From an optimization exercise on the open Yosys and OpenROAD flow, aimed at small area; shortcuts taken in it are not production practice. The RTL was checked by simulation tests, not by an equivalence proof against the original design. The clock port is modelled as an ideal driver; clocking choices that lean on that would not hold on a real chip. No activity file was given, so power comes from the tool's default toggle rates.

## config.mk

```make
export PLATFORM = sky130hd
export DESIGN_NAME = chip8
export DESIGN_NICKNAME = chip8
export VERILOG_FILES = /design/flow/design.v
export SDC_FILE = /design/flow/constraint.sdc
export NUM_CORES = 4
export LEC_CHECK = 0
export CAP_MARGIN = 20
export CORE_MARGIN = 2
export CORE_UTILIZATION = 65
export SLEW_MARGIN = 20
```

## constraint.sdc

```tcl
create_clock -name core_clock -period 10.0 [get_ports {clk}]
set_input_delay 2.0000 -clock core_clock [delete_from_list [all_inputs] [get_ports {clk}]]
set_output_delay 2.0000 -clock core_clock [all_outputs]
set_load 0.01 [all_outputs]
```

## design.v

```verilog
module Display (
    input clk,
    input rst,
    output uart_tx,
    input [3:0] t16,      
    input go,             
    input [1:0] gch,      
    input d0,             
    output ready,         
    output dshift,        
    output esc            
);
    localparam C_D = 2'd0;
    localparam C_AA = 2'd1;
    localparam C_55 = 2'd2;
    localparam C_EC = 2'd3;
    reg [3:0] bc;
    reg [1:0] ch;
    wire [2:0] bi = bc[2:0];
    wire [7:0] ec = 8'hEC;
    wire cbit = (ch == C_D) ? d0 :
                (ch == C_AA) ? bi[0] :
                (ch == C_55) ? !bi[0] : ec[bi];
    assign uart_tx = bc[3] ? cbit : (bc != 4'd7);
    wire edge16 = (t16 == 4'd15);
    assign ready = edge16 && (bc == 4'd0);
    assign dshift = edge16 && (ch == C_D) && bc[3];
    assign esc = (ch == C_EC);
    always @(posedge clk) begin
        if (rst) begin
            bc <= 0;
            ch <= C_D;
        end else if (go) begin
            bc <= 4'd7;
            ch <= gch;
        end else if (edge16 && bc != 0) begin
            bc <= bc + 1;
        end
    end
endmodule
module chip8 (
    input clk,
    input rst,
    output [11:0] mem_addr,
    input [7:0] mem_rdata,
    output uart_tx
);
    localparam S_F0 = 5'd0;      
    localparam S_F1 = 5'd1;      
    localparam S_EX = 5'd2;      
    localparam S_VW = 5'd3;      
    localparam S_VOP = 5'd4;     
    localparam S_DXW = 5'd5;     
    localparam S_DXL = 5'd6;     
    localparam S_DYW = 5'd7;     
    localparam S_DYL = 5'd8;     
    localparam S_RW = 5'd9;      
    localparam S_ROT = 5'd10;    
    localparam S_VFW = 5'd11;    
    localparam S_VFL = 5'd12;    
    localparam S_AA = 5'd13;     
    localparam S_BW = 5'd14;     
    localparam S_CAP = 5'd15;    
    localparam S_RDY = 5'd16;    
    localparam S_55 = 5'd17;     
    localparam S_ZW = 5'd18;     
    localparam S_ZROT = 5'd19;   
    localparam C_D = 2'd0;
    localparam C_AA = 2'd1;
    localparam C_55 = 2'd2;
    localparam C_EC = 2'd3;
    reg [4:0] state;
    reg [11:0] PC;
    reg [11:0] I;
    reg [7:0] hi;
    reg [5:0] x;
    reg [4:0] y;
    reg cf;          
    reg [3:0] t16;
    reg [7:0] kreg;
    wire [2:0] j = t16[2:0];
    wire [7:0] knext = kreg + 8'd61;
    wire slot_end = (j == 3'd7);
    reg [2047:0] scr;
    reg [95:0] vr;
    reg [3:0] vi;
    reg [2:0] vj;
    wire [3:0] vinext = vi + 4'd1;
    wire vend = (vj == 3'd5);
    wire shead = scr[0];
    wire vhead = vr[0];
    wire [3:0] op = hi[7:4];
    wire [3:0] X = hi[3:0];
    wire [3:0] Y = mem_rdata[7:4];
    wire [5:0] dr = {1'b0, kreg[7:3]} - {1'b0, y};
    wire [6:0] dc = {1'b0, kreg[2:0], j} - {1'b0, x};
    wire inrow = !dr[5] && (dr[4:0] < {1'b0, X});    
    wire incol = !dc[6] && (dc[5:3] == 3'd0);
    wire [7:0] kn1 = slot_end ? knext : kreg;
    wire [3:0] ra = kn1[6:3] - y[3:0];
    wire rot = (state == S_RW) || (state == S_ROT);
    wire zero = (state == S_ZW) || (state == S_ZROT);
    assign mem_addr = rot ? (I + {8'd0, ra}) : PC;
    wire [2:0] bsel = (state == S_ROT) ? ~dc[2:0] : vj;
    wire rbit = mem_rdata[bsel];
    wire draw = (state == S_ROT) && op[3];
    wire sbit = draw && inrow && incol && rbit;
    wire clear = ((state == S_ROT) && !op[3]) || (state == S_ZROT);
    wire snew = !clear && (shead ^ sbit);
    wire vop = (state == S_VOP);
    wire cin = cf && (vj != 3'd0);
    wire vsum = op[0] ? (vhead ^ rbit ^ cin) : rbit;   
    wire vnew = zero ? 1'b0 :
                vop ? vsum :
                (state == S_VFL) ? (cf && (vj == 3'd0)) :
                vhead;
    wire [3:0] want = (state == S_DYW) ? Y : (state == S_VFW) ? 4'hF : X;
    wire hit = vend && (vinext == want);
    wire hit0 = slot_end && (knext == 8'd0);
    wire [7:0] sendk = {y, x[2:0]};
    wire special = (hi == 8'hAA) || (hi == 8'h55) || (hi == 8'hEC);
    wire ready, dshift, esc;
    wire go = ready && ((state == S_AA) || (state == S_RDY) || (state == S_55));
    wire [1:0] gch = (state == S_AA) ? C_AA :
                     (state == S_55) ? C_55 :
                     (special && !esc) ? C_EC : C_D;
    Display display (
        .clk(clk),
        .rst(rst),
        .uart_tx(uart_tx),
        .t16(t16),
        .go(go),
        .gch(gch),
        .d0(hi[0]),
        .ready(ready),
        .dshift(dshift),
        .esc(esc)
    );
    always @(posedge clk) begin
        scr <= {snew, scr[2047:1]};
        vr <= {vnew, vr[95:1]};
    end
    always @(posedge clk) begin
        t16 <= t16 + 1;
        vj <= vend ? 3'd0 : vj + 3'd1;
        if (vend) vi <= vinext;
        if (slot_end) kreg <= knext;
        if (state == S_CAP || dshift) hi <= {shead, hi[7:1]};
        if (rst) begin
            state <= S_ZW;
            PC <= 12'h200;
            I <= 0;
        end else begin
            if (vop) cf <= (vhead & rbit) | (vhead & cin) | (rbit & cin);
            if (sbit && shead) cf <= 1;
            case (state)
                S_F0: begin
                    PC <= PC + 1;
                    state <= S_F1;
                end
                S_F1: begin
                    hi <= mem_rdata;
                    state <= S_EX;
                end
                S_EX: begin
                    state <= S_F0;
                    case (op)
                        4'h0: begin
                            PC <= PC + 1;
                            state <= (mem_rdata[3:0] == 0) ? S_RW : S_AA;
                        end
                        4'h1: PC <= {X, mem_rdata};
                        4'h6, 4'h7: state <= S_VW;
                        4'hA: begin
                            I <= {X, mem_rdata};
                            PC <= PC + 1;
                        end
                        4'hD: state <= S_DXW;
                        default: PC <= PC + 1;
                    endcase
                end
                S_VW: if (hit) state <= S_VOP;
                S_VOP: if (vend) begin
                    PC <= PC + 1;
                    state <= S_F0;
                end
                S_DXW: if (hit) state <= S_DXL;
                S_DXL: begin
                    x <= {vhead, x[5:1]};
                    if (vend) state <= S_DYW;
                end
                S_DYW: if (hit) state <= S_DYL;
                S_DYL: begin
                    if (vj < 5) y <= {vhead, y[4:1]};
                    if (vend) begin
                        PC <= PC + 1;
                        hi[3:0] <= mem_rdata[3:0];   
                        cf <= 0;
                        state <= S_RW;
                    end
                end
                S_RW: if (hit0) state <= S_ROT;
                S_ROT: if (hit0) state <= op[3] ? S_VFW : S_AA;
                S_ZW: if (hit0) state <= S_ZROT;
                S_ZROT: if (hit0) state <= S_F0;
                S_VFW: if (hit) state <= S_VFL;
                S_VFL: if (vend) state <= S_AA;
                S_AA: begin
                    x[2:0] <= 0;
                    y <= 0;
                    if (go) state <= S_BW;
                end
                S_BW: if (slot_end && knext == sendk) state <= S_CAP;
                S_CAP: if (slot_end) state <= S_RDY;
                S_RDY: if (go && gch == C_D) begin
                    {y, x[2:0]} <= sendk + 1;
                    state <= (sendk == 8'd255) ? S_55 : S_BW;
                end
                S_55: if (go) state <= S_F0;
                default: state <= S_F0;
            endcase
        end
    end
endmodule
```

## flow/run.sh

```bash
#!/bin/bash
# Standard layout with two changes: port buffers use the smallest buffer cell,
# and clock tree synthesis builds larger leaf clusters (up to 36 sinks within
# 80 um) of clkbuf_16, without dummy loads.
set -euo pipefail
export BUFFER_PORTS_ARGS="-buffer_cell sky130_fd_sc_hd__buf_1"
export CTS_ARGS="-sink_clustering_enable -repair_clock_nets -buf_list sky130_fd_sc_hd__clkbuf_16 -sink_clustering_size 30 -sink_clustering_max_diameter 80 -dont_use_dummy_load"
bash standard.sh > standard.log 2>&1
```

## standard.sh

```bash
#!/bin/bash
# synth_recipe.tcl (not shown) runs the flow's synth.tcl, then flattens the netlist and writes it again
# the make line also repeats each setting of config.mk as NAME=value (left out here)
make -C /OpenROAD-flow-scripts/flow DESIGN_CONFIG=/design/flow/config.mk WORK_HOME=/design/flow/orfs CLKGATE_MAP_FILE= SYNTH_SCRIPT=/design/flow/synth_recipe.tcl "${@:-finish}"
```

==> results_dict.tcl, run 1 <==
set metrics [dict create \
    rsz0062_at_grt "no" \
    routedWlPerCell_microns 17.9 \
    muxShareOfSynthArea_pct 0.600 \
    power_frac_comb_pct 2.7 \
    leakagePower_nw 20.6 \
    post_cts_buffers 0 \
    outcome "no timing/DRC/antenna violations" \
    port_buffers 22 \
    synth_xor_area_share_pct 0.869 \
    row_count 100 \
    hp-class "reg -> reg" \
    synth_edf_count 20 \
    place_congestion 0.789 \
    fin_area_sq_um 51800 \
    synthCells 2822 \
    core_area_sq_um 74100 \
    synth_top_family_by_area "simple AND/OR/NAND/NOR gates" \
    timing.slew.headroom_pct 32.8 \
    async_flop_share_pct 0 \
    synth.top_cells.by_area "dfxtp_1, edfxtp_1, ha_1" \
    max-vdd-ir-drop_v 0.000215 \
    grt_max_degree 39 \
    synth_compound_area_share_pct 2.24 \
    synth_top_area_cell "dfxtp_1" \
    finalSetupTns_ps 0 \
    cts_hold_buf 0 \
    swShare_pct 20.4 \
    end_kind "primary output" \
    crit_path_start_kind "flop" \
    final_nets 2955 \
    firstDrtPassIters 5 \
    synthSimpleGateAreaFrac_pct 2.42 \
    ys_types 69 \
    fp.dieW_microns 277 \
    die_h_microns 277 \
    slew_violations 0 \
    h-tree-depth 3 \
    intPower_w 0.0106 \
    power_w 0.0133 \
    fin_crit_ps 6890 \
    cts_buffers 86 \
    clk_latency_ps 670 \
    synth_top_area_share_pct 90.9 \
    seqPwrFrac_pct 67.5 \
    drt_wl_total_microns 69400 \
    area_delta_synth_final_pct 6.94 \
    post-dp-hpwl_microns 33500 \
    min_period_over_period_pct 68.9 \
    required_ps 8000 \
    vias 18000 \
    setup_viol 0 \
    synthAdderAreaFrac_pct 1.13 \
    syn_avg_cell_area_sq_um 17.2 \
    skew_ps 88.7 \
    power_density_nw_per_um2 257 \
    antennaDiodeCount 0 \
    hold_viol_final 0 \
    grt_antenna_before_repair 0 \
    grt_overflow_total 0 \
    yosysSeqAreaShare_pct 92.2 \
    tightest_slew_ps 1000 \
    drt_iter0_markers 1027 \
    p_switching_w 0.00272 \
    clock_sinks 2218 \
    grt_pass1_vias 19600 \
    p_clk_share_pct 29.8 \
    synth_area_sq_um 48400 \
    syn_nets 2872 \
    grt_pass1_wl_microns 113000 \
    pin_count 23 \
    crit_fanout 9 \
    start_util_pct 65.3 \
    drc 0 \
    vias_per_cell 4.65 \
    grt_usage_pct 18.8 \
    fin_ws_ps 3110 \
    yosys-top-cells-count "dfxtp_1, nand2_1, nor2_1, a21oi_1" \
    cts-root-buf "clkbuf_16" \
    clk_pin_slew_ps 100 \
    ys_seq_elements 2218 \
    fill_cells 4359 \
    synthFlopType "dfxtp_1" \
    die-area_sq_um 76700 \
    synth_warnings 2 \
    cts_tree "built" \
    maxCapViolCount 0 \
    dpl_worst_slack_ps 3740 \
    postRouteAntennaNets 0 \
    place_area_sq_um 49600 \
    holdWs_ps 286 \
    max_freq_mhz 145 \
    drive_gt1_share_pct 3.38 \
    cp.arrival_ps 4890 \
    ctsResizeCount 0 \
    synth.most_common_cell "dfxtp_1" \
    cts_buffer_depth 3 \
    crit_type "reg -> out" \
]
-- routing by layer --
layer  up-vias  wire (microns)  GRT usage, %
met1      8646           33700          27.1
li1       9044               -             -
met3        97            2140          2.93
met5         -               0             0
met2       214           32100          30.0
met4         0            1400          5.20
-- per-stage QoR --
step | instances | util [%]
after CTS | 3872 | 69.9
after global routing | 3872 | 69.9
after global placement | 3786 | 67.0
after floorplan | 2822 | -
final | 3872 | 69.9
after detailed placement | 3786 | 67.0
-- area by class of cell --
class	count	area [sq um]	share of cell area, %
Sequential cell	2218	44600	86.2
Multi-Input combinational cell	529	3510	6.79
Inverter	45	169	0.326
Clock buffer	86	2150	4.16
Timing Repair Buffer	25	105	0.203
Tap cell	969	1210	2.34
-- state kept, by name (all words and copies together) (netlist names) --
signal and cells:
x 6, t16 4, state 5, hi 8, I 12, display.ch 2
PC 12, y 5, display.bc 4, kreg 8, vj 3, vi 4
vr 96, cf 1, scr 2048
-- power groups by stage --
stage / Clock (W) / Combinational (W) / Sequential [W]
2_1_floorplan: 0 / 0.000294 / 0.00911
3_3_place_gp: 0 / 0.000354 / 0.00918
3_5_place_dp: 0 / 0.000358 / 0.00918
4_1_cts: 0.00406 / 0.000362 / 0.00898
5_1_grt: 0.00431 / 0.000400 / 0.00899
6_report: 0.00396 / 0.000361 / 0.00898
-- path summary, 6_finish.rpt --
| path | startpoint | endpoint | slack [ps] | cells after the start |
|---|---|---|---|---|
| max | kreg[0] | mem_addr[11] | 3110 | 16 |
| min | scr[46] | scr[45] | 290 | 0 |
| max reg2reg | state[4] | cf | 6390 | 10 |
| min reg2reg | scr[46] | scr[45] | 290 | 0 |
-- critical path, stage by stage, from the launching register on --
cell	delay (ps)
edfxtp_1	540
ha_1	330
nor3_1	380
nand2_1	120
xnor2_1	300
inv_1	110
fa_1	530
inv_1	80
ha_1	280
a21o_1	180
a21oi_1	240
nor2b_1	70
o21ai_0	440
nor2_1	130
xnor2_1	150
o21ai_0	200
buf_1	190
-- cell usage in the layout, fill, tap and decap left out, types with 33 or more instances in the layout --
cell type	count
ha_1	35
o21ai_0	45
nand2_1	71
a21oi_1	49
nor2_1	65
dfxtp_1	2198
clkbuf_16	86
xnor2_1	33
inv_1	45
-- cells by family after synthesis --
| kind of cell | after synthesis |
|---|---|
| adders and majority gates | 41 |
| AOI/OAI and AO/OA | 171 |
| buffers and inverters | 75 |
| DFF | 2218 |
| muxes | 28 |
| xor gates and xnor gates | 48 |
| and+or+nand+nor | 241 |
==> run 2, diff against run 1 <==
==> flow/run.sh (replaced) <==
#!/bin/bash
# Standard layout with two changes: port buffers use the smallest buffer cell,
# and clock tree synthesis builds larger leaf clusters (up to 36 sinks within
# 80 um) of clkbuf_16, without dummy loads.
set -euo pipefail
export BUFFER_PORTS_ARGS="-buffer_cell sky130_fd_sc_hd__buf_1"
export CTS_ARGS="-sink_clustering_enable -repair_clock_nets -buf_list sky130_fd_sc_hd__clkbuf_16 -sink_clustering_size 36 -sink_clustering_max_diameter 80 -dont_use_dummy_load"
export POST_CTS_TCL="$(pwd)/flow/post_cts.tcl"
bash standard.sh > standard.log 2>&1
==> flow/post_cts.tcl (new file) <==
# Clock tree clean-up after CTS. A clock leaf buffer sometimes gets a
# flip-flop far from the rest of its cluster, and that one long wire slows the
# clock edge at every flip-flop on the net. Move each such flip-flop to the
# nearest leaf buffer that has room instead, then report the worst estimated clock-pin slew.
set far_limit 70000 ;# dbu (70 um)
set max_fanout 36
set block [ord::get_db_block]

proc ctr {inst} {
  set b [$inst getBBox]
  return [list [expr {([$b xMin] + [$b xMax]) / 2}] [expr {([$b yMin] + [$b yMax]) / 2}]]
}

# leaf buffers: clkbuf_16 whose output drives flip-flops
set leaves {}
foreach inst [$block getInsts] {
  if {[[$inst getMaster] getName] ne "sky130_fd_sc_hd__clkbuf_16"} { continue }
  set net [[$inst findITerm X] getNet]
  if {$net eq "NULL"} { continue }
  set ff 0
  foreach it [$net getITerms] {
    if {[string match "*df*" [[[$it getInst] getMaster] getName]]} { incr ff }
  }
  if {$ff > 0} { lappend leaves $inst }
}

set moved 0
foreach inst $leaves {
  lassign [ctr $inst] bx by
  set net [[$inst findITerm X] getNet]
  foreach it [$net getITerms] {
    if {[$it getIoType] ne "INPUT"} { continue }
    set ff [$it getInst]
    if {![string match "*df*" [[$ff getMaster] getName]]} { continue }
    lassign [ctr $ff] fx fy
    set d [expr {abs($fx - $bx) + abs($fy - $by)}]
    if {$d <= $far_limit} { continue }
    set best ""; set bestd $d
    foreach other $leaves {
      if {[llength [[[$other findITerm X] getNet] getITerms]] > $max_fanout} { continue }
      lassign [ctr $other] ox oy
      set od [expr {abs($fx - $ox) + abs($fy - $oy)}]
      if {$od < $bestd} { set best $other; set bestd $od }
    }
    if {$best eq ""} { continue }
    $it disconnect
    $it connect [[$best findITerm X] getNet]
    puts "moved [$ff getName] from [$inst getName] ($d dbu) to [$best getName] ($bestd dbu)"
    incr moved
  }
}
puts "moved $moved far clock sinks"

estimate_parasitics -placement
set worst 0
foreach inst $leaves {
  set net [get_nets -of_objects [get_pins -of_objects [get_cells [$inst getName]] -filter "direction == output"]]
  foreach p [get_pins -of_objects $net -filter "direction == input"] {
    foreach a {slew_max_rise slew_max_fall} {
      set s [get_property $p $a]
      if {$s > $worst} { set worst $s }
    }
  }
}
puts "worst estimated clock leaf slew: $worst"
==> run 2 against run 1 <==
Net effect:
- still clean on timing, DRC and antenna
- final area shrank 0.53%
- die area is the same
- maximum frequency is essentially flat
- combinational power is essentially flat
- critical path depth is the same
- sequential share of layout area grew 0.46 points
- non-clock buffer count is the same
- clock power shrank 5.8%
- first-iteration DRC count shrank 7.2%
- wire length shrank 0.43%
- sequential cell count is the same
- critical path type unchanged
- largest cell class unchanged
- largest power group unchanged
- highest routed layer unchanged
==> results_dict.tcl, run 2 <==
set metrics [dict create \
    outcome "no timing/DRC/antenna violations" \
    grt_max_degree 39 \
    grt_pass1_vias 19300 \
    whs_path_depth 0 \
    synthCells 2822 \
    timing.slew.headroom_pct 32.9 \
    synthFlopType "dfxtp_1" \
    min-delay-start "scr[1014]" \
    maxCapViolCount 0 \
    clk_latency_ps 650 \
    drc 0 \
    cp.arrival_ps 4890 \
    max_freq_mhz 145 \
    tightest_slew_ps 1000 \
    reg_top3 "scr (2048), vr (96)" \
    hold_viol_final 0 \
    grt_usage_pct 18.6 \
    synth_top_area_cell "dfxtp_1" \
    yosysSeqAreaShare_pct 92.2 \
    synth.most_common_cell "dfxtp_1" \
    hp-class "reg -> reg" \
    final_common_cell "dfxtp_1" \
    crit_path_start_kind "flop" \
    cts_tree "built" \
    synth_area_sq_um 48400 \
    firstDrtPassIters 5 \
    r2r-end "cf" \
    port_buffers 22 \
    p_switching_w 0.00268 \
    p_clk_share_pct 28.5 \
    clock_sinks 2218 \
    area_delta_synth_final_pct 6.37 \
    grt_pass1_wl_microns 112000 \
    rsz0062_at_grt "no" \
    crit_type "reg -> out" \
    synth_edf_count 20 \
    core_area_sq_um 74100 \
    power_frac_comb_pct 2.8 \
    postRouteAntennaNets 0 \
    fp.dieW_microns 277 \
    min_period_over_period_pct 68.9 \
    power_density_nw_per_um2 254 \
    registers.top_by_ff_count "scr" \
    vias_per_cell 4.64 \
    end_kind "primary output" \
    holdWs_ps 237 \
    slew_violations 0 \
    regToRegStartpoint "state[4]" \
    synth_warnings 2 \
    leakagePower_nw 20.4 \
    largest_reg_flops 2048 \
    seqPwrFrac_pct 68.7 \
    fin_crit_ps 6890 \
    die-area_sq_um 76700 \
    grt_antenna_before_repair 2 \
    place_congestion 0.789 \
    drive_gt1_share_pct 3.01 \
    final_nets 2944 \
    antennaDiodeCount 0 \
    syn_nets 2872 \
    mostFrequentLayoutCells "dfxtp_1, clkbuf_16, nand2_1" \
    syn_avg_cell_area_sq_um 17.2 \
    row_count 100 \
    skew_ps 85.2 \
    min_to "scr[1013]" \
    swShare_pct 20.5 \
    vias 17900 \
    die_h_microns 277 \
    max-vdd-ir-drop_v 0.000223 \
    required_ps 8000 \
    drt_wl_total_microns 69100 \
    ff2ff_path_depth 10 \
    fill_cells 4432 \
    start_util_pct 65.3 \
    crit_fanout 9 \
    yosys-top-cells-count "dfxtp_1, nand2_1, nor2_1, a21oi_1" \
    synth_top_area_share_pct 90.9 \
    rrSetupSlack_ps 6370 \
    ys_seq_elements 2218 \
    drt_iter0_markers 953 \
    ys_types 69 \
    clk_pin_slew_ps 130 \
    pin_count 23 \
    grt_overflow_total 0 \
    synth.top_cells.by_area "dfxtp_1, edfxtp_1, ha_1" \
    power_w 0.0131 \
    routedWlPerCell_microns 17.9 \
    setup_viol 0 \
    async_flop_share_pct 0 \
    post-dp-hpwl_microns 33500 \
    intPower_w 0.0104 \
    finalSetupTns_ps 0 \
]
==> run 2: cell counts after synthesis <==
No cell type changed its count.
==> run 2: worst max-delay path by stage <==
stage                        from            to  slack [ps]  cells past startpoint
after floorplan           kreg[0]  mem_addr[11]        4480                     15
final                     kreg[0]  mem_addr[11]        3110                     16
after detailed placement  kreg[0]  mem_addr[11]        3740                     16
after global placement    kreg[0]  mem_addr[11]        3940                     16
after global routing      kreg[0]  mem_addr[11]        2560                     16
==> run 2: critical path: stages, from the launching register on <==
cell and delay, ps:
edfxtp_1 540, ha_1 330, nor3_1 390, nand2_1 120, xnor2_1 300, inv_1 110
fa_1 530, inv_1 80, ha_1 280, a21o_1 180, a21oi_1 240, nor2b_1 70
o21ai_0 450, nor2_1 130, xnor2_1 150, o21ai_0 210, buf_1 190
==> run 2: cells by family (layout without fill, tap and decap cells) <==
logic type | after synthesis | count (layout) | share of synthesized area (%)
AOI/OAI and AO/OA | 171 | 171 | 2.24
buffers and inverters | 75 | 145 | 0.582
xor gates and xnor gates | 48 | 48 | 0.869
adders and majority gates | 41 | 41 | 1.13
muxes | 28 | 28 | 0.600
and+or+nand+nor | 241 | 241 | 2.42
DFF | 2218 | 2218 | 92.2
==> run 2: final cells by class <==
type / instances / area [sq um] / share of cell area [%]
flip-flops and latches: 2218 / 44600 / 86.6
multi-input cells: 529 / 3510 / 6.82
clock buffers: 75 / 1880 / 3.65
well taps: 969 / 1210 / 2.36
inverters: 45 / 169 / 0.328
repair buffers: 25 / 105 / 0.204
==> run 2: through the flow <==
step                      util (%)  area [sq um]  cells  setup slack (ps)
final                         69.5         51500   3861              3110
after global routing          69.5         51500   3861              2560
after global placement        67.0         49600   3786              3940
after detailed placement      67.0         49600   3786              3740
after floorplan                  -         48400   2822              4480
==> run 2: per-layer routing <==
| metal | vias to the layer above | wire (microns) | GRT usage (%) |
|---|---|---|---|
| li1 | 9014 | - | - |
| met2 | 235 | 31500 | 29.7 |
| met3 | 101 | 2350 | 3.17 |
| met4 | 0 | 1390 | 4.60 |
| met5 | - | 0 | 0 |
| met1 | 8560 | 33900 | 26.8 |
==> run 2: power by group through the flow <==
stage | Combinational, W | Sequential [W] | Clock [W]
after floorplan | 0.000294 | 0.00911 | 0
after global placement | 0.000354 | 0.00918 | 0
after detailed placement | 0.000358 | 0.00918 | 0
after global routing | 0.000400 | 0.00899 | 0.00407
final | 0.000361 | 0.00898 | 0.00373
==> run 3, diff against run 2 <==
==> flow/run.sh (replaced) <==
#!/bin/bash
# Standard layout with three changes: port buffers use the smallest buffer
# cell; clock tree synthesis builds larger leaf clusters (up to 36 sinks within
# 80 um) of clkbuf_16, without dummy loads; and after it, post_cts.tcl moves any
# flip-flop that ended up far from its leaf buffer to a nearer one.
set -euo pipefail
export BUFFER_PORTS_ARGS="-buffer_cell sky130_fd_sc_hd__buf_1"
export CTS_ARGS="-sink_clustering_enable -repair_clock_nets -buf_list sky130_fd_sc_hd__clkbuf_16 -sink_clustering_size 36 -sink_clustering_max_diameter 80 -dont_use_dummy_load"
export POST_CTS_TCL="$(pwd)/flow/post_cts.tcl"
bash standard.sh > standard.log 2>&1
==> run 3 against run 2 <==
Net effect:
- synthesized cell count did not move
- power stayed put
- setup slack unchanged
- still clean on timing, DRC and antenna
- die area unchanged
- sequential power is essentially flat
- clock-buffer cell count unchanged
- first-iteration DRC count did not move
- utilization is the same
- largest power group unchanged
- maximum frequency unchanged
- critical endpoint unchanged
- final cell count did not move
==> results_dict.tcl, run 3 <==
set metrics [dict create \
    crit_fanout 9 \
    synth_top_area_share_pct 90.9 \
    yosys-top-cells-count "dfxtp_1, nand2_1, nor2_1, a21oi_1" \
    async_flop_share_pct 0 \
    start_util_pct 65.3 \
    clock_sinks 2218 \
    drt_iter0_markers 953 \
    row_count 100 \
    setup_viol 0 \
    grt_max_degree 39 \
    maxCapViolCount 0 \
    final_nets 2944 \
    grt_pass1_wl_microns 112000 \
    grt_pass1_vias 19300 \
    synth_edf_count 20 \
    area_delta_synth_final_pct 6.37 \
    end_kind "primary output" \
    slew_violations 0 \
    synth_top_area_cell "dfxtp_1" \
    multiInputGateArea_sq_um 3510 \
    drc 0 \
    max_freq_mhz 145 \
    hp-class "reg -> reg" \
    required_ps 8000 \
    port_buffers 22 \
    core_area_sq_um 74100 \
    vias_per_cell 4.64 \
    routedWlPerCell_microns 17.9 \
    yosysSeqAreaShare_pct 92.2 \
    tightest_slew_ps 1000 \
    rsz0062_at_grt "no" \
    ff_latch_area_sq_um 44600 \
    vias 17900 \
    postRouteAntennaNets 0 \
    cts_tree "built" \
    leakagePower_nw 20.4 \
    antennaDiodeCount 0 \
    post-dp-hpwl_microns 33500 \
    syn_avg_cell_area_sq_um 17.2 \
    skew_ps 85.2 \
    synth.most_common_cell "dfxtp_1" \
    crit_path_start_kind "flop" \
    drt_wl_total_microns 69100 \
    outcome "no timing/DRC/antenna violations" \
    die_h_microns 277 \
    fill_cells 4432 \
    firstDrtPassIters 5 \
    die-area_sq_um 76700 \
    min_period_over_period_pct 68.9 \
    timing.slew.headroom_pct 32.9 \
    largest_reg_flops 2048 \
    place_congestion 0.789 \
    power_density_nw_per_um2 254 \
    clk_latency_ps 650 \
    mostFrequentLayoutCells "dfxtp_1, clkbuf_16, nand2_1" \
    place_area_sq_um 49600 \
    pin_count 23 \
    fp.dieW_microns 277 \
    grt_usage_pct 18.6 \
    grt_antenna_before_repair 2 \
    crit_type "reg -> out" \
    power_w 0.0131 \
    reg_top3 "scr (2048), vr (96)" \
    final_common_cell "dfxtp_1" \
    synth_warnings 2 \
    synth_area_sq_um 48400 \
    whs_path_depth 0 \
    grt_overflow_total 0 \
    drive_gt1_share_pct 3.01 \
    registers.top_by_ff_count "scr" \
    hold_viol_final 0 \
    fin_crit_ps 6890 \
    syn_nets 2872 \
    synth.top_cells.by_area "dfxtp_1, edfxtp_1, ha_1" \
    finalSetupTns_ps 0 \
    synthCells 2822 \
    ys_seq_elements 2218 \
    ff2ff_path_depth 10 \
    synthFlopType "dfxtp_1" \
    ys_types 69 \
    clk_pin_slew_ps 130 \
    fin_area_sq_um 51500 \
    cp.arrival_ps 4890 \
    max-vdd-ir-drop_v 0.000223 \
]
## run 3: stage by stage
stage / setup slack (ps) / hold slack (ps) / instances / util (%)
5_1_grt: 2560 / 242 / 3861 / 69.5
3_5_place_dp: 3740 / 312 / 3786 / 67.0
6_report: 3110 / 237 / 3861 / 69.5
2_1_floorplan: 4480 / 310 / 2822 / -
3_3_place_gp: 3940 / 310 / 3786 / 67.0
## run 3: cells by family (layout without fill, tap and decap cells)
family                   count (synthesis)  in the layout  share of synthesized area (%)
AO/OA/AOI/OAI                          171            171                           2.24
multiplexers                            28             28                          0.600
flip-flops                            2218           2218                           92.2
buffers and inverters                   75            145                          0.582
AND/OR/NAND/NOR                        241            241                           2.42
adder cells (fa/ha/maj)                 41             41                           1.13
XOR/XNOR                                48             48                          0.869
## run 3: report_power, final
group | switching [W] | internal, W
sequential | 0.0000955 | 0.00889
combinational | 0.000219 | 0.000142
clock | 0.00236 | 0.00137
total | 0.00268 | 0.0104
## run 3: layout make-up
class,instances,area share [%]
Tap cell,969,2.36
Multi-Input combinational cell,529,6.82
Inverter,45,0.328
Timing Repair Buffer,25,0.204
Sequential cell,2218,86.6
Clock buffer,75,3.65
## run 3: worst paths after layout
kind	start	end	slack, ps
max	kreg[0]	mem_addr[11]	3110
min	scr[1014]	scr[1013]	240
max reg2reg	state[4]	cf	6370
min reg2reg	scr[1014]	scr[1013]	240
## run 3: worst max-delay path, stage by stage (launching register included)
cell	delay, ps
edfxtp_1	540
ha_1	330
nor3_1	390
nand2_1	120
xnor2_1	300
inv_1	110
fa_1	530
inv_1	80
ha_1	280
a21o_1	180
a21oi_1	240
nor2b_1	70
o21ai_0	450
nor2_1	130
xnor2_1	150
o21ai_0	210
buf_1	190
## run 3: metal layers
layer	vias up	routed length, microns	part of all wire (%)	global-route usage (%)
li1	9014	-	-	-
met1	8560	33900	49	26.8
met2	235	31500	46	29.7
met3	101	2350	3.4	3.17
met4	0	1390	2.0	4.60
met5	-	0	0	0
==> run 4, diff against run 3 <==
--- a/flow/run.sh
+++ b/flow/run.sh
@@ -5,6 +5,6 @@
 # flip-flop that ended up far from its leaf buffer to a nearer one.
 set -euo pipefail
 export BUFFER_PORTS_ARGS="-buffer_cell sky130_fd_sc_hd__buf_1"
-export CTS_ARGS="-sink_clustering_enable -repair_clock_nets -buf_list sky130_fd_sc_hd__clkbuf_16 -sink_clustering_size 36 -sink_clustering_max_diameter 80 -dont_use_dummy_load"
+export CTS_ARGS="-sink_clustering_enable -repair_clock_nets -buf_list sky130_fd_sc_hd__clkbuf_16 -sink_clustering_size 34 -sink_clustering_max_diameter 80 -dont_use_dummy_load"
 export POST_CTS_TCL="$(pwd)/flow/post_cts.tcl"
 bash standard.sh > standard.log 2>&1
==> run 4 against run 3 <==
Net effect:
- die area unchanged
- first-iteration DRC count increased by 0.52%
- area after synthesis unchanged
- hold slack improved by 42 ps
- critical path type unchanged
- largest cell class unchanged
==> results_dict.tcl, run 4 <==
set metrics [dict create \
    synthSimpleGateAreaFrac_pct 2.42 \
    tightest_slew_ps 997 \
    p_clk_share_pct 29.0 \
    vias 18000 \
    crit_path_start_kind "flop" \
    port_buffers 22 \
    drt_iter0_markers 958 \
    drc 0 \
    place_congestion 0.789 \
    vias_per_cell 4.65 \
    synth_area_sq_um 48400 \
    synth_top_area_cell "dfxtp_1" \
    synth_compound_area_share_pct 2.24 \
    slew_violations 0 \
    pin_count 23 \
    synth.most_common_cell "dfxtp_1" \
    grt_overflow_total 0 \
    ys_seq_elements 2218 \
    grt_pass1_vias 19400 \
    max-vdd-ir-drop_v 0.000206 \
    outcome "no timing/DRC/antenna violations" \
    dpl_worst_slack_ps 3740 \
    largest_reg_flops 2048 \
    end_kind "primary output" \
    skew_ps 94.7 \
    clock_sinks 2218 \
    hold_viol_final 0 \
    max_freq_mhz 145 \
    crit_fanout 9 \
    post-dp-hpwl_microns 33500 \
    synth_xor_area_share_pct 0.869 \
    intPower_w 0.0104 \
    syn_avg_cell_area_sq_um 17.2 \
    fin_crit_ps 6890 \
    timing.slew.headroom_pct 33.2 \
    routedWlPerCell_microns 18.0 \
    synth_edf_count 20 \
    utilization_pct 69.6 \
    mostFrequentLayoutCells "dfxtp_1, clkbuf_16, nand2_1" \
    grt_max_degree 39 \
    seqPwrFrac_pct 68.3 \
    async_flop_share_pct 0 \
    rsz0062_at_grt "no" \
    fp.dieW_microns 277 \
    required_ps 8000 \
    setup_viol 0 \
    synth_warnings 2 \
    ys_types 69 \
    hp-class "reg -> reg" \
    die_h_microns 277 \
    muxShareOfSynthArea_pct 0.600 \
    power_density_nw_per_um2 255 \
    maxCapViolCount 0 \
    synth_top_family_by_area "simple AND/OR/NAND/NOR gates" \
    yosys-top-cells-count "dfxtp_1, nand2_1, nor2_1, a21oi_1" \
    drt_wl_total_microns 69400 \
    p_switching_w 0.00270 \
    row_count 100 \
    yosysSeqAreaShare_pct 92.2 \
    swShare_pct 20.5 \
    grt_antenna_before_repair 2 \
    synth.top_cells.by_area "dfxtp_1, edfxtp_1, ha_1" \
    finalSetupTns_ps 0 \
    drive_gt1_share_pct 3.11 \
    start_util_pct 65.3 \
    min_period_over_period_pct 68.9 \
    clk_pin_slew_ps 110 \
    power_frac_comb_pct 2.7 \
    reg_top3 "scr (2048), vr (96)" \
    fin_ws_ps 3110 \
    grt_usage_pct 18.7 \
    area_delta_synth_final_pct 6.52 \
    core_area_sq_um 74100 \
    antennaDiodeCount 0 \
    cts_tree "built" \
    die-area_sq_um 76700 \
    synthAdderAreaFrac_pct 1.13 \
    clk_latency_ps 640 \
    synthFlopType "dfxtp_1" \
    postRouteAntennaNets 0 \
    final_common_cell "dfxtp_1" \
    synth_top_area_share_pct 90.9 \
    leakagePower_nw 20.5 \
    crit_type "reg -> out" \
    firstDrtPassIters 5 \
    cp.arrival_ps 4890 \
    registers.top_by_ff_count "scr" \
    synthCells 2822 \
    final_nets 2947 \
    syn_nets 2872 \
    grt_pass1_wl_microns 112000 \
]
==> run 4: layout make-up <==
class / count / area, sq um
repair buffers: 25 / 105
multi-input cells: 529 / 3510
well taps: 969 / 1210
fillers: 4412 / 22500
inverters: 45 / 169
clock buffers: 78 / 1950
flip-flops and latches: 2218 / 44600
==> run 4: worst paths after layout <==
check	startpoint	endpoint	slack, ps	cells after the start
worst max-delay path	kreg[0]	mem_addr[11]	3110	16
worst min-delay path	scr[44]	scr[43]	280	0
worst max register to register	state[4]	cf	6400	10
worst min register to register	scr[44]	scr[43]	280	0
==> run 4: metal layers <==
metal	track usage (%)	up-vias	share of wire, %
li1	-	9023	-
met1	26.8	8608	48
met2	30.0	221	46
met3	3.22	100	3.6
met4	4.71	2	1.9
met5	0	-	0.019
==> run 4: cell families (layout without fill, tap and decap cells) <==
logic type,after synthesis,count (layout)
flops,2218,2218
simple gates,241,241
compound gates,171,171
buf+inv,75,148
xor+xnor,48,48
fa+ha+maj,41,41
mux,28,28
==> run 4: metrics by stage <==
stage / area, sq um / hold WS [ps] / std cells / total power [W]
after floorplan: 48400 / 310 / 2822 / 0.00941
after global placement: 49600 / 310 / 3786 / 0.00953
after detailed placement: 49600 / 312 / 3786 / 0.00954
after global routing: 51600 / 291 / 3864 / 0.0135
final: 51600 / 280 / 3864 / 0.0131
==> run 4: worst max-delay path: stages (launching register included) <==
cell      delay, ps
edfxtp_1        540
ha_1            330
nor3_1          390
nand2_1         120
xnor2_1         300
inv_1           110
fa_1            530
inv_1            80
ha_1            280
a21o_1          180
a21oi_1         240
nor2b_1          70
o21ai_0         440
nor2_1          120
xnor2_1         150
o21ai_0         200
buf_1           190
==> run 4: power by group through the flow <==
stage / registers, W / logic (W) / clock network [W]
3_3_place_gp: 0.00918 / 0.000354 / 0
5_1_grt: 0.00899 / 0.000401 / 0.00415
3_5_place_dp: 0.00918 / 0.000358 / 0
2_1_floorplan: 0.00911 / 0.000294 / 0
6_report: 0.00898 / 0.000361 / 0.00381
==> run 5, diff against run 4 <==
--- a/flow/run.sh
+++ b/flow/run.sh
@@ -5,6 +5,6 @@
 # flip-flop that ended up far from its leaf buffer to a nearer one.
 set -euo pipefail
 export BUFFER_PORTS_ARGS="-buffer_cell sky130_fd_sc_hd__buf_1"
-export CTS_ARGS="-sink_clustering_enable -repair_clock_nets -buf_list sky130_fd_sc_hd__clkbuf_16 -sink_clustering_size 34 -sink_clustering_max_diameter 80 -dont_use_dummy_load"
+export CTS_ARGS="-sink_clustering_enable -repair_clock_nets -buf_list sky130_fd_sc_hd__clkbuf_16 -sink_clustering_size 35 -sink_clustering_max_diameter 80 -dont_use_dummy_load"
 export POST_CTS_TCL="$(pwd)/flow/post_cts.tcl"
 bash standard.sh > standard.log 2>&1
==> run 5 against run 4 <==
Net effect:
- final cell count is essentially flat
- hold slack lost 23 ps
- wire length about the same
- non-clock buffer count stayed put
- critical path depth stayed put
- power down 0.17%
- combinational power hardly changed
- global-route usage about the same
- final area is essentially flat
- clock power is essentially flat
- sequential share of layout area barely moved
- critical endpoint unchanged
- highest routed layer is now met4
==> results_dict.tcl, run 5 <==
set metrics [dict create \
    outcome "no timing/DRC/antenna violations" \
    largest_reg_flops 2048 \
    cp.buffers_inverters 3 \
    async_flop_share_pct 0 \
    clk_latency_ps 640 \
    mostFrequentLayoutCells "dfxtp_1, clkbuf_16, nand2_1" \
    synthCells 2822 \
    grt_pass1_vias 19300 \
    place_area_sq_um 49600 \
    min_period_over_period_pct 68.7 \
    hold_viol_final 0 \
    fin_crit_ps 6870 \
    synth.top_cells.by_area "dfxtp_1, edfxtp_1, ha_1" \
    p_clk_share_pct 28.8 \
    synth_warnings 2 \
    clock_sinks 2218 \
    synthFlopType "dfxtp_1" \
    slew_violations 0 \
    firstDrtPassIters 6 \
    swShare_pct 20.5 \
    synth_top_area_share_pct 90.9 \
    finalSetupTns_ps 0 \
    leakagePower_nw 20.4 \
    slowest_delay_ps 540 \
    skew_ps 92.3 \
    fin_area_sq_um 51500 \
    yosys-top-cells-count "dfxtp_1, nand2_1, nor2_1, a21oi_1" \
    hp-class "reg -> reg" \
    row_count 100 \
    vias_per_cell 4.66 \
    vias 18000 \
    final_nets 2946 \
    synth_edf_count 20 \
    antennaDiodeCount 0 \
    max_freq_mhz 145 \
    cp_cell_sequence "ha_1 -> nor3_1 -> nand2_1 -> xnor2_1 -> inv_1 -> fa_1 -> inv_1 -> ha_1 -> a21o_1 -> a21oi_1 -> nor2b_1 -> o21ai_0 -> nor2_1 -> xnor2_1 -> o21ai_0 -> buf_1" \
    critical_path.top_delay_family "adder cells" \
    end_kind "primary output" \
    core_area_sq_um 74100 \
    die_h_microns 277 \
    start_util_pct 65.3 \
    syn_nets 2872 \
    area_delta_synth_final_pct 6.47 \
    cts_tree "built" \
    max-vdd-ir-drop_v 0.000177 \
    grt_pass1_wl_microns 112000 \
    seqPwrFrac_pct 68.4 \
    intPower_w 0.0104 \
    grt_antenna_before_repair 0 \
    routedWlPerCell_microns 18.0 \
    drc 0 \
    syn_avg_cell_area_sq_um 17.2 \
    final_common_cell "dfxtp_1" \
    timing.slew.headroom_pct 32.3 \
    p_switching_w 0.00270 \
    crit_type "reg -> out" \
    tightest_slew_ps 1010 \
    rsz0062_at_grt "no" \
    drive_gt1_share_pct 3.08 \
    crit_fanout 9 \
    registers.top_by_ff_count "scr" \
    maxCapViolCount 0 \
    fill_cells 4446 \
    clk_pin_slew_ps 110 \
    synth_area_sq_um 48400 \
    fp.dieW_microns 277 \
    slowest_stage "edfxtp_1" \
    pin_count 23 \
    power_density_nw_per_um2 255 \
    required_ps 8000 \
    grt_overflow_total 0 \
    drt_wl_total_microns 69400 \
    cp.arrival_ps 4870 \
    synth.most_common_cell "dfxtp_1" \
    ys_types 69 \
    drt_iter0_markers 946 \
    ys_seq_elements 2218 \
    setup_viol 0 \
    place_congestion 0.789 \
    synth_top_area_cell "dfxtp_1" \
    yosysSeqAreaShare_pct 92.2 \
    crit_path_start_kind "flop" \
    reg_top3 "scr (2048), vr (96)" \
    grt_max_degree 39 \
    grt_usage_pct 18.7 \
    port_buffers 22 \
    post-dp-hpwl_microns 33500 \
    power_frac_comb_pct 2.7 \
    die-area_sq_um 76700 \
    postRouteAntennaNets 0 \
]
-- run 5: cells by family (layout without fill, tap and decap cells) --
family                   Yosys count  in the layout  synth area share, %
XOR/XNOR                          48             48                0.869
multiplexers                      28             28                0.600
AO/OA/AOI/OAI                    171            171                 2.24
buffers and inverters             75            147                0.582
adder cells (fa/ha/maj)           41             41                 1.13
AND/OR/NAND/NOR                  241            241                 2.42
flip-flops                      2218           2218                 92.2
-- run 5: final cells by class --
type / instances / area (sq um) / area share, %
Inverter: 45 / 169 / 0.328
Clock buffer: 77 / 1930 / 3.74
Tap cell: 969 / 1210 / 2.35
Sequential cell: 2218 / 44600 / 86.6
Timing Repair Buffer: 25 / 105 / 0.204
Multi-Input combinational cell: 529 / 3510 / 6.82
-- run 5: through the flow --
step	std cells	setup slack, ps	power [W]	hold WS, ps	util, %
after floorplan	2822	4480	0.00941	310	-
after global placement	3786	3940	0.00953	310	67.0
after detailed placement	3786	3740	0.00954	312	67.0
after global routing	3863	2570	0.0135	255	69.6
final	3863	3130	0.0131	257	69.6
-- run 5: power groups by stage --
stage	Clock (W)	Sequential, W	Combinational, W
finish	0.00378	0.00898	0.000361
floorplan	0	0.00911	0.000294
global route	0.00413	0.00899	0.000400
detailed placement	0	0.00918	0.000358
global placement	0	0.00918	0.000354
-- run 5: final timing paths --
kind | slack, ps | cells after the start | end | from
worst max-delay path | 3130 | 16 | mem_addr[11] | kreg[0]
worst min register to register | 260 | 0 | scr[1161] | scr[1162]
worst min-delay path | 260 | 0 | scr[1161] | scr[1162]
worst max register to register | 6350 | 10 | cf | state[4]
-- run 5: routing by layer --
layer  global-route usage [%]  wire, microns  up-vias
li1                         -              -     9018
met1                     26.9          33600     8616
met2                     29.8          32100      238
met3                     2.81           2200      113
met4                     5.41           1610        0
met5                        0              0        -

afterwards: timing with drivers on the ports:
Ports are ideal in the flow. The routed layouts listed here were re-timed in OpenROAD.
Step 1: set_driving_cell puts a clkbuf_16 on clk and a buf_2 on each other input, an assumption about the parent block.
Step 2 moves the port delays by t, midway between the first and last clock arrival at a register: inputs arrive t later, outputs are due t later. That takes back most of the time a late clock gives input paths.
Three values: ideal, step 1, step 2; two values: the first two.
run	shift t [ns]	setup WS [ns]	worst register clock-pin slew, ns
run 1	0.690	3.112 / 3.046 / 3.736	0.11 / 0.11
run 2	0.682	3.106 / 3.038 / 3.720	0.13 / 0.13
run 3	0.682	3.106 / 3.038 / 3.720	0.13 / 0.13
run 4	0.674	3.114 / 3.045 / 3.720	0.12 / 0.12
run 5	0.679	3.127 / 3.061 / 3.740	0.12 / 0.12
After both steps setup and hold are still met in every run listed.
